Context: an optimization exercise on an open-source flow, tuned for small area and a short achievable clock period. The choices shown serve that exercise and are no tape-out recipe.
The RTL was checked by simulation tests, not by an equivalence proof against the original design.
No activity file was given, so power comes from the tool's default toggle rates.

==> flow/design.v <==
module alu_reg (
  input clk,
  input [7:0] a,
  input [7:0] b,
  input [3:0] mode,
  output reg [7:0] s,
  output reg cout
);
  reg [7:0] a_q, b_q;
  reg [3:0] mode_q;
  wire [7:0] s_w;
  wire cout_w;
  alu_8_bits alu (.s(s_w), .cout(cout_w), .mode(mode_q), .a(a_q), .b(b_q));
  always @(posedge clk) begin
    a_q <= a;
    b_q <= b;
    mode_q <= mode;
    s <= s_w;
    cout <= cout_w;
  end
endmodule

`timescale 1ns / 1ps
module alu_rcs #(parameter W = 2) (x, y, dif, nb);
  input  [W-1:0] x, y;
  output [W-1:0] dif;
  output         nb;
  localparam L = (W > 8) ? 4 : (W > 4) ? 3 : (W > 2) ? 2 : 1;
  wire [W-1:0] yn = ~y;
  wire [W-1:0] g [0:L];
  wire [W-1:0] p [0:L];
  assign g[0] = (x & yn) | {{(W-1){1'b0}}, x[0] | yn[0]};
  assign p[0] = x | yn;
  genvar l, i;
  generate for (l = 0; l < L; l = l + 1) begin : lvl
    for (i = 0; i < W; i = i + 1) begin : bit_
      if ((i >> l) & 1) begin : join_
        localparam integer J = ((i >> l) << l) - 1;
        assign g[l+1][i] = g[l][i] | (p[l][i] & g[l][J]);
        assign p[l+1][i] = p[l][i] & p[l][J];
      end else begin : pass_
        assign g[l+1][i] = g[l][i];
        assign p[l+1][i] = p[l][i];
      end
    end
  end endgenerate
  assign dif = x ^ yn ^ {g[L][W-2:0], 1'b1};
  assign nb = g[L][W-1];
endmodule
module alu_pfa #(parameter W = 2) (x, y, sum, co);
  input  [W-1:0] x, y;
  output [W-1:0] sum;
  output         co;
  localparam L = (W > 8) ? 4 : (W > 4) ? 3 : (W > 2) ? 2 : 1;
  wire [W-1:0] g [0:L];
  wire [W-1:0] p [0:L];
  assign g[0] = x & y;
  assign p[0] = x | y;
  genvar l, i;
  generate for (l = 0; l < L; l = l + 1) begin : lvl
    for (i = 0; i < W; i = i + 1) begin : bit_
      if ((i >> l) & 1) begin : join_
        localparam integer J = ((i >> l) << l) - 1;
        assign g[l+1][i] = g[l][i] | (p[l][i] & g[l][J]);
        assign p[l+1][i] = p[l][i] & p[l][J];
      end else begin : pass_
        assign g[l+1][i] = g[l][i];
        assign p[l+1][i] = p[l][i];
      end
    end
  end endgenerate
  assign sum = x ^ y ^ {g[L][W-2:0], 1'b0};
  assign co = g[L][W-1];
endmodule
module alu_div4_step #(parameter W = 2) (t, d1, d2, d3, hz1, hz2, hz3, q, r);
  input  [W-1:0] t, d1, d2, d3;
  input          hz1, hz2, hz3;
  output [1:0]   q;
  output [W-1:0] r;
  wire [W-1:0] y1, y2, y3;
  wire c1, c2, c3;
  alu_rcs #(W) u1 (.x(t), .y(d1), .dif(y1), .nb(c1));
  alu_rcs #(W) u2 (.x(t), .y(d2), .dif(y2), .nb(c2));
  alu_rcs #(W) u3 (.x(t), .y(d3), .dif(y3), .nb(c3));
  wire ge1 = hz1 & c1;
  wire ge2 = hz2 & c2;
  wire ge3 = hz3 & c3;
  assign q = {ge2, ge3 | (ge1 & ~ge2)};
  assign r = ge3 ? y3 : ge2 ? y2 : ge1 ? y1 : t;
endmodule
module alu_mul9(m0, m1, m2, m3, p);
  input [8:0] m0;
  input [6:0] m1;
  input [4:0] m2;
  input [2:0] m3;
  output [8:0] p;
  wire mw1 = m0[6] ^ m1[4];
  wire mw2 = m0[6] & m1[4];
  wire mw3 = m0[7] ^ m1[5] ^ m2[3];
  wire mw4 = (m0[7] & m1[5]) | (m0[7] & m2[3]) | (m1[5] & m2[3]);
  wire mw5 = m0[4] ^ m1[2];
  wire mw6 = m0[4] & m1[2];
  wire mw7 = m0[5] ^ m1[3] ^ m2[1];
  wire mw8 = (m0[5] & m1[3]) | (m0[5] & m2[1]) | (m1[3] & m2[1]);
  wire mw9 = m2[2] ^ m3[0] ^ mw1;
  wire mw10 = (m2[2] & m3[0]) | (m2[2] & mw1) | (m3[0] & mw1);
  wire mw11 = m3[1] ^ mw3 ^ mw2;
  wire mw12 = (m3[1] & mw3) | (m3[1] & mw2) | (mw3 & mw2);
  wire mw13 = m0[2] ^ m1[0];
  wire mw14 = m0[2] & m1[0];
  wire mw15 = m0[3] ^ m1[1] ^ mw14;
  wire mw16 = (m0[3] & m1[1]) | (m0[3] & mw14) | (m1[1] & mw14);
  wire mw17 = m2[0] ^ mw5 ^ mw16;
  wire mw18 = (m2[0] & mw5) | (m2[0] & mw16) | (mw5 & mw16);
  wire mw19 = mw7 ^ mw6 ^ mw18;
  wire mw20 = (mw7 & mw6) | (mw7 & mw18) | (mw6 & mw18);
  wire mw21 = mw9 ^ mw8 ^ mw20;
  wire mw22 = (mw9 & mw8) | (mw9 & mw20) | (mw8 & mw20);
  wire mw23 = mw11 ^ mw10 ^ mw22;
  wire mw24 = (mw11 & mw10) | (mw11 & mw22) | (mw10 & mw22);
  wire mw25 = m0[8] ^ m1[6] ^ m2[4] ^ m3[2] ^ mw4 ^ mw12 ^ mw24;
  assign p = {mw25, mw23, mw21, mw19, mw17, mw15, mw13, m0[1], m0[0]};
endmodule
module alu_8_bits(s, cout, mode, a, b);
  input [7:0] a, b;
  input [3:0] mode;
  output [7:0] s;
  output cout;
  wire [15:0] m = 16'd1 << mode;
  wire sub = m[1] | m[14];
  wire [7:0] bb = b ^ {8{sub}};
  wire [7:0] p = a ^ bb;
  wire [8:0] c;
  assign c[0] = sub;
  genvar j;
  generate for (j = 0; j < 8; j = j + 1) begin : add_
    assign c[j+1] = (a[j] & bb[j]) | (p[j] & c[j]);
  end endgenerate
  wire [8:0] sum = {c[8] ^ sub, p ^ c[7:0]};
  wire eq = ~|p;
  wire gt = c[8] & ~&p;
  wire [7:0] g = a & b;
  wire G = m[8] | m[9] | m[11] | m[12];
  wire P = m[9] | m[10] | m[11] | m[13];
  wire inv = m[11] | m[12] | m[13];
  wire lg = m[8] | m[9] | m[10] | inv;
  wire [7:0] f = ((g & {8{G}}) | (p & {8{P}})) ^ {8{inv}};
  wire [7:0] b3s; wire b3c;
  alu_pfa #(8) b3a (.x({1'b0, b[7:1]}), .y(b), .sum(b3s), .co(b3c));
  wire [9:0] b3 = {b3c, b3s, b[0]};
  function [8:0] pick(input [1:0] d, input [8:0] b1, input [8:0] b3x);
    case (d)
      2'd0: pick = 9'd0;
      2'd1: pick = b1;
      2'd2: pick = {b1[7:0], 1'b0};
      default: pick = b3x;
    endcase
  endfunction
  wire [8:0] m0 = pick(a[1:0], {1'b0, b}, b3[8:0]);
  wire [8:0] m1 = pick(a[3:2], {1'b0, b}, b3[8:0]);
  wire [8:0] m2 = pick(a[5:4], {1'b0, b}, b3[8:0]);
  wire [8:0] m3 = pick(a[7:6], {1'b0, b}, b3[8:0]);
  wire [8:0] prod;
  alu_mul9 mul (.m0(m0), .m1(m1[6:0]), .m2(m2[4:0]), .m3(m3[2:0]), .p(prod));
  wire [1:0] qa, qb, qc, qd;
  wire [1:0] ra; wire [3:0] rb; wire [5:0] rc; wire [7:0] rd;
  alu_div4_step #(2) d3s (.t(a[7:6]), .d1(b[1:0]), .d2({b[0], 1'b0}), .d3(b3[1:0]),
    .hz1(b[7:2] == 0), .hz2(b[7:1] == 0), .hz3(b <= 8'd1), .q(qa), .r(ra));
  alu_div4_step #(4) d2s (.t({ra, a[5:4]}), .d1(b[3:0]), .d2({b[2:0], 1'b0}), .d3(b3[3:0]),
    .hz1(b[7:4] == 0), .hz2(b[7:3] == 0), .hz3(b <= 8'd5), .q(qb), .r(rb));
  alu_div4_step #(6) d1s (.t({rb, a[3:2]}), .d1(b[5:0]), .d2({b[4:0], 1'b0}), .d3(b3[5:0]),
    .hz1(b[7:6] == 0), .hz2(b[7:5] == 0), .hz3(b <= 8'd21), .q(qc), .r(rc));
  alu_div4_step #(8) d0s (.t({rc, a[1:0]}), .d1(b[7:0]), .d2({b[6:0], 1'b0}), .d3(b3[7:0]),
    .hz1(1'b1), .hz2(~b[7]), .hz3(b <= 8'd85), .q(qd), .r(rd));
  wire [7:0] quo = {qa, qb, qc, qd} & {8{|b}};
  wire ar  = m[0] | m[1];
  wire shl = m[4] | m[6];
  wire shr = m[5] | m[7];
  assign s = (sum[7:0] & {8{ar}}) | (prod[7:0] & {8{m[2]}}) | (quo & {8{m[3]}})
           | (f & {8{lg}}) | ({a[6:0], 1'b0} & {8{shl}}) | ({1'b0, a[7:1]} & {8{shr}})
           | {7'd0, (m[6] & a[7]) | (m[14] & gt) | (m[15] & eq)} | {m[7] & a[0], 7'd0};
  assign cout = (ar & sum[8]) | (m[2] & prod[8]) | (m[4] & a[7]) | inv;
endmodule
==> flow/config.mk <==
export PLATFORM = sky130hd
export DESIGN_NAME = alu_reg
export DESIGN_NICKNAME = alu_reg
export VERILOG_FILES = /design/flow/design.v
export SDC_FILE = /design/flow/constraint.sdc
export NUM_CORES = 4
export LEC_CHECK = 0
export ABC_AREA = 1
export CAP_MARGIN = 20
export CORE_MARGIN = 2
export CORE_UTILIZATION = 40
export CTS_BUF_LIST = sky130_fd_sc_hd__clkbuf_8
export SETUP_SLACK_MARGIN = 5
export SLEW_MARGIN = 20
export TNS_END_PERCENT = 0
==> flow/constraint.sdc <==
create_clock -name core_clock -period 11.0 [get_ports {clk}]
set_input_delay 2.2000 -clock core_clock [delete_from_list [all_inputs] [get_ports {clk}]]
set_output_delay 2.2000 -clock core_clock [all_outputs]
set_load 0.01 [all_outputs]
standard.sh (not shown) runs the stock make flow with config.mk's settings and CLKGATE_MAP_FILE= SYNTH_SCRIPT=/design/flow/synth_recipe.tcl, a recipe that flattens the netlist after the stock synthesis.
==> flow/flow/run.sh <==
#!/bin/bash
set -euo pipefail
MARGIN=8
BUFCELL=sky130_fd_sc_hd__buf_1
sed -e "s/SETUP_SLACK_MARGIN=[-0-9.]*/SETUP_SLACK_MARGIN=${MARGIN}/" \
    -e "s/\"\\\${@:-finish}\"/BUFFER_PORTS_ARGS=\"-buffer_cell ${BUFCELL}\" \"\${@:-finish}\"/" \
    standard.sh > layout.sh
bash standard.sh synth > make_synth.log 2>&1
bash layout.sh > make_layout.log 2>&1
The baseline finished with timing, DRC and antenna clean.
Edit:
==> flow/flow/run.sh (replaced) <==
#!/bin/bash
set -euo pipefail
MARGIN=7
BUFCELL=sky130_fd_sc_hd__buf_1
sed -e "s/SETUP_SLACK_MARGIN=[-0-9.]*/SETUP_SLACK_MARGIN=${MARGIN}/" \
    -e "s/\"\\\${@:-finish}\"/BUFFER_PORTS_ARGS=\"-buffer_cell ${BUFCELL}\" SKIP_CTS_REPAIR_TIMING=1 \"\${@:-finish}\"/" \
    standard.sh > layout.sh
bash standard.sh synth > make_synth.log 2>&1
bash layout.sh > make_layout.log 2>&1
Result: First-iteration DRC count fell by 0.79%; global-route usage fell by 1.7 points; clock power barely changes; wire length fell by 0.56%; maximum frequency fell by 1.5%; final area fell by 0.90%; die area stays the same.
Edit:
==> flow/flow/run.sh (replaced) <==
#!/bin/bash
set -euo pipefail
MARGIN=7
BUFCELL=sky130_fd_sc_hd__buf_1
sed -e "s/SETUP_SLACK_MARGIN=[-0-9.]*/SETUP_SLACK_MARGIN=${MARGIN}/" \
    -e "s/\"\\\${@:-finish}\"/BUFFER_PORTS_ARGS=\"-buffer_cell ${BUFCELL}\" \"\${@:-finish}\"/" \
    standard.sh > layout.sh
bash standard.sh synth > make_synth.log 2>&1
bash layout.sh > make_layout.log 2>&1
Settings changed: CORE_UTILIZATION 40 to 50.
Core utilization rises by 13 points.
Routed wire length went up by a few percent.
First-iteration DRC count came out lower by a quarter to a third.
Final area stays flat.
Clock skew falls by 0.0036 ns.
Via count rises slightly.
Edit:
==> flow/flow/run.sh (replaced) <==
#!/bin/bash
set -euo pipefail
MARGIN=7
BUFCELL=sky130_fd_sc_hd__buf_1
sed -e "s/SETUP_SLACK_MARGIN=[-0-9.]*/SETUP_SLACK_MARGIN=${MARGIN}/" \
    -e "s/\"\\\${@:-finish}\"/BUFFER_PORTS_ARGS=\"-buffer_cell ${BUFCELL}\" SETUP_MOVE_SEQUENCE=unbuffer,sizeup,swap \"\${@:-finish}\"/" \
    standard.sh > layout.sh
bash standard.sh synth > make_synth.log 2>&1
bash layout.sh > make_layout.log 2>&1
Settings changed: CORE_UTILIZATION 50 to 40.
What happened: The new run ran to the end with no violations; wire length goes down by roughly a tenth; fmax goes down by a few percent; area after synthesis stays the same; core utilization goes down by 18 points; critical path depth goes down by 18; die area goes up by a quarter to a third; clock skew goes up by 0.0043 ns; clock power goes down by roughly a tenth; design area goes down by roughly a tenth; via count goes down by a little under a tenth; synthesized cell count does not change.
Edit:
==> flow/flow/run.sh (replaced) <==
#!/bin/bash
set -euo pipefail
MARGIN=7
BUFCELL=sky130_fd_sc_hd__buf_1
sed -e "s/SETUP_SLACK_MARGIN=[-0-9.]*/SETUP_SLACK_MARGIN=${MARGIN}/" \
    -e "s/\"\\\${@:-finish}\"/BUFFER_PORTS_ARGS=\"-buffer_cell ${BUFCELL}\" \"\${@:-finish}\"/" \
    standard.sh > layout.sh
bash standard.sh synth > make_synth.log 2>&1
bash layout.sh > make_layout.log 2>&1
Settings changed: PLACE_DENSITY set to 0.75.
Cell count went up by about 9%.
Total power increases by 4.6%.
Worst hold slack improved by 0.048 ns.
Clock skew went up by 0.011 ns.
First-iteration DRC count rose by 28%.
Synthesized area is unchanged.
Sequential power went down by about 6%.
Critical path depth grows by 17.
Final area goes up by 13%.
Worst setup slack improves by 0.29 ns.
Edit:
==> flow/flow/run.sh (replaced) <==
#!/bin/bash
set -euo pipefail
MARGIN=7
BUFCELL=sky130_fd_sc_hd__buf_1
sed -e "s/SETUP_SLACK_MARGIN=[-0-9.]*/SETUP_SLACK_MARGIN=${MARGIN}/" \
    -e "s/\"\\\${@:-finish}\"/BUFFER_PORTS_ARGS=\"-buffer_cell ${BUFCELL}\" RECOVER_POWER=100 \"\${@:-finish}\"/" \
    standard.sh > layout.sh
bash standard.sh synth > make_synth.log 2>&1
bash layout.sh > make_layout.log 2>&1
Settings changed: PLACE_DENSITY 0.75 to not set.
Outcome: Utilization went down by 0.67 points. Total power barely changes. Synthesized area stays the same. Worst hold slack is about the same. Sequential share of layout area hardly moves. Non-clock buffer count climbs by 1. Via count goes down by 3.0%. First-iteration DRC count shrinks by 22%. Setup slack is worse by 0.68 ns.

[port drivers added, routing unchanged]
The flow's constraints put no driver on any port. The routed layouts listed below were extracted and timed again, unchanged, in two steps. Step 1 (the two cells are an assumption about what drives the block):
set clk [get_ports {clk}]
set_driving_cell -lib_cell sky130_fd_sc_hd__clkbuf_16 $clk
set_driving_cell -lib_cell sky130_fd_sc_hd__buf_2 [delete_from_list [all_inputs] $clk]
Step 2 times the ports against the registers' clock, not the clock port: input delays grow and output delays shrink by t, the midpoint of the rising clock arrivals with the driver on. Three values: ideal, step 1, step 2; two values: the first two.
| run | t (ns) | setup WS [ns] | worst hold slack (ns) | slew at the worst register clock pin (ns) | pins driven straight from the clock port |
|---|---|---|---|---|---|
| the first run | 0.333 | 6.495 / 6.495 / 6.495 | 0.712 / 0.712 / 0.712 | 0.09 / 0.09 | 1 |
| the second run | 0.334 | 6.428 / 6.428 / 6.428 | 0.613 / 0.613 / 0.613 | 0.09 / 0.09 | 1 |
| the third run | 0.326 | 6.362 / 6.362 / 6.362 | 0.698 / 0.698 / 0.698 | 0.08 / 0.08 | 1 |
| the fourth run | 0.334 | 6.086 / 6.086 / 6.086 | 0.663 / 0.663 / 0.663 | 0.09 / 0.09 | 1 |
| the fifth run | 0.331 | 6.374 / 6.374 / 6.374 | 0.712 / 0.712 / 0.712 | 0.10 / 0.10 | 1 |
| the sixth run | 0.335 | 5.697 / 5.697 / 5.697 | 0.710 / 0.710 / 0.710 | 0.08 / 0.08 | 1 |
After both steps setup and hold are still met in every run listed.
